From an optimization exercise on the open Yosys and OpenROAD flow, aimed at small area and a short achievable clock period; shortcuts taken in it are not production practice.
At most, simulation tests tie the RTL to the original design; equivalence was not proved.

// MAC
module MAC(A,B,out,clk,reset);
	input [15:0] A,B;
	input clk,reset;
	output [35:0] out;
	reg [35:0] acc;
	wire [35:0] nxt;
	always @(posedge clk or posedge reset)
	begin
		if(reset)
			acc <= 36'd0;
		else
			acc <= nxt;
	end
	assign out = acc;
	wire [255:0] pp;
	genvar gi;
	generate for (gi = 0; gi < 16; gi = gi + 1) begin : ppg
		assign pp[16*gi+15:16*gi] = A & {16{B[gi]}};
	end endgenerate
	wire hs1;
	wire hc2;
	wire fs3;
	wire fc4;
	wire hs5;
	wire hc6;
	wire fs7;
	wire fc8;
	wire fs9;
	wire fc10;
	wire hs11;
	wire hc12;
	wire fs13;
	wire fc14;
	wire fs15;
	wire fc16;
	wire fs17;
	wire fc18;
	wire hs19;
	wire hc20;
	wire fs21;
	wire fc22;
	wire fs23;
	wire fc24;
	wire fs25;
	wire fc26;
	wire fs27;
	wire fc28;
	wire hs29;
	wire hc30;
	wire fs31;
	wire fc32;
	wire fs33;
	wire fc34;
	wire fs35;
	wire fc36;
	wire fs37;
	wire fc38;
	wire fs39;
	wire fc40;
	wire hs41;
	wire hc42;
	wire fs43;
	wire fc44;
	wire fs45;
	wire fc46;
	wire fs47;
	wire fc48;
	wire fs49;
	wire fc50;
	wire fs51;
	wire fc52;
	wire fs53;
	wire fc54;
	wire hs55;
	wire hc56;
	wire fs57;
	wire fc58;
	wire fs59;
	wire fc60;
	wire fs61;
	wire fc62;
	wire fs63;
	wire fc64;
	wire fs65;
	wire fc66;
	wire fs67;
	wire fc68;
	wire fs69;
	wire fc70;
	wire hs71;
	wire hc72;
	wire fs73;
	wire fc74;
	wire fs75;
	wire fc76;
	wire fs77;
	wire fc78;
	wire fs79;
	wire fc80;
	wire fs81;
	wire fc82;
	wire fs83;
	wire fc84;
	wire fs85;
	wire fc86;
	wire fs87;
	wire fc88;
	wire hs89;
	wire hc90;
	wire fs91;
	wire fc92;
	wire fs93;
	wire fc94;
	wire fs95;
	wire fc96;
	wire fs97;
	wire fc98;
	wire fs99;
	wire fc100;
  ...
Size in the first run: about 36 flip-flops, roughly 70 I/O pins.
export LEC_CHECK = 0
export CAP_MARGIN = 20
export CORE_MARGIN = 2
export CORE_UTILIZATION = 40
export SLEW_MARGIN = 20
export SYNTH_HIERARCHICAL = 1
export SYNTH_MINIMUM_KEEP_SIZE = 0
create_clock -name core_clock -period 19.0 [get_ports {clk}]
standard.sh (not shown) runs the stock make flow with config.mk's settings and CLKGATE_MAP_FILE= SYNTH_SCRIPT=/design/flow/synth_recipe.tcl, a recipe that flattens the netlist after the stock synthesis.
==> flow/flow/run.sh <==
#!/bin/bash
# The standard layout (standard synthesis, floorplan, place, CTS, route) with two changes:
# repair_timing is asked for a larger setup slack than 0 (flow/setup_margin.txt) so that it
# keeps shortening the critical path, and the port buffers that every input and output gets
# are sky130_fd_sc_hd__buf_1 (flow/port_buffer.txt) instead of the delay cell buffer_ports
# picks by default; repair_timing then sizes the ones on critical paths.
# Make's full output goes to make_finish.log; each tool's own log is under orfs/logs/.
set -euo pipefail
MARGIN=$(cat flow/setup_margin.txt)
PBUF=$(cat flow/port_buffer.txt)
bash standard.sh SETUP_SLACK_MARGIN=$MARGIN "BUFFER_PORTS_ARGS=-buffer_cell $PBUF" finish > make_finish.log 2>&1
==> flow/flow/port_buffer.txt <==
sky130_fd_sc_hd__buf_1
==> flow/flow/setup_margin.txt <==
10
The starting point finished clean.
Edit:
--- a/flow/design.v
+++ b/flow/design.v
@@ -1,9 +1,14 @@
+module NOT16(a, y);
+	input [15:0] a;
+	output [15:0] y;
+	assign y = ~a;
+endmodule
 module FA(A,B,C,sum, carry);
 	input A,B,C;
 	output sum,carry;
 	assign sum = A^B^C;
 	assign carry = (A&B) | (B&C) | (C&A);
 endmodule
 module HA(A,B,sum, carry);
 	input A,B;
 	output sum,carry;
@@ -20,20 +25,35 @@
 	begin
 		if(reset)
 			acc <= 36'd0;
 		else
 			acc <= nxt;
 	end
 	assign out = acc;
 	wire [255:0] pp;
 	genvar gi;
+	wire [15:0] An0, Bn0;
+	NOT16 ina0(A, An0);
+	NOT16 inb0(B, Bn0);
+	wire [15:0] An1, Bn1;
+	NOT16 ina1(A, An1);
+	NOT16 inb1(B, Bn1);
+	wire [15:0] An2, Bn2;
+	NOT16 ina2(A, An2);
+	NOT16 inb2(B, Bn2);
+	genvar gj;
 	generate for (gi = 0; gi < 16; gi = gi + 1) begin : ppg
-		assign pp[16*gi+15:16*gi] = A & {16{B[gi]}};
+		for (gj = 0; gj < 16; gj = gj + 1) begin : ppc
+			wire an, bn;
+			assign an = (gi * 3 / 16 == 0) ? An0[gj] : (gi * 3 / 16 == 1) ? An1[gj] : An2[gj];
+			assign bn = (gj * 3 / 16 == 0) ? Bn0[gi] : (gj * 3 / 16 == 1) ? Bn1[gi] : Bn2[gi];
+			assign pp[16*gi+gj] = ~(an | bn);
+		end
 	end endgenerate
 	wire hs1;
 	wire hc2;
 	wire fs3;
 	wire fc4;
 	wire hs5;
 	wire hc6;
 	wire fs7;
 	wire fc8;
What happened: Routed wire length shrinks by 1.7%. Die area shrinks by 4.3%. Design area shrinks by 4.0%. Fmax hardly moves. Via count grows by 7.1%. Global-route usage hardly moves. First-iteration DRC count grows by 60%. Final cell count grows by 8.3%. Utilization stays flat. Synthesized cell count grows by 9.1%.
Function not checked in the second run of this note: the RTL went through the layout flow alone.

[re-timing with driven ports]
No port has a modelled driver above. Below, the same layouts with a new extraction and two added sets of constraints.
Step 1: set_driving_cell puts a clkbuf_16 on clk and a buf_2 on each other input, an assumption about the parent block.
Step 2, shift: input delay + t, output delay - t, t = (earliest + latest rising clock arrival at the registers) / 2. This alone moves slack from input paths to output paths.
Three values: ideal, step 1, step 2; two values: the first two.
run	shift t [ns]	slack for setup (ns)	worst setup path after step 2
the first run	0.346	10.177 / 10.199 / 9.853	input to register
the second run	0.338	10.194 / 10.216 / 9.879	input to register
After both steps every run listed still meets setup and hold. The setup slack of the first run, which loses most, moves by +0.022 ns with the drivers and by -0.324 ns with both steps.
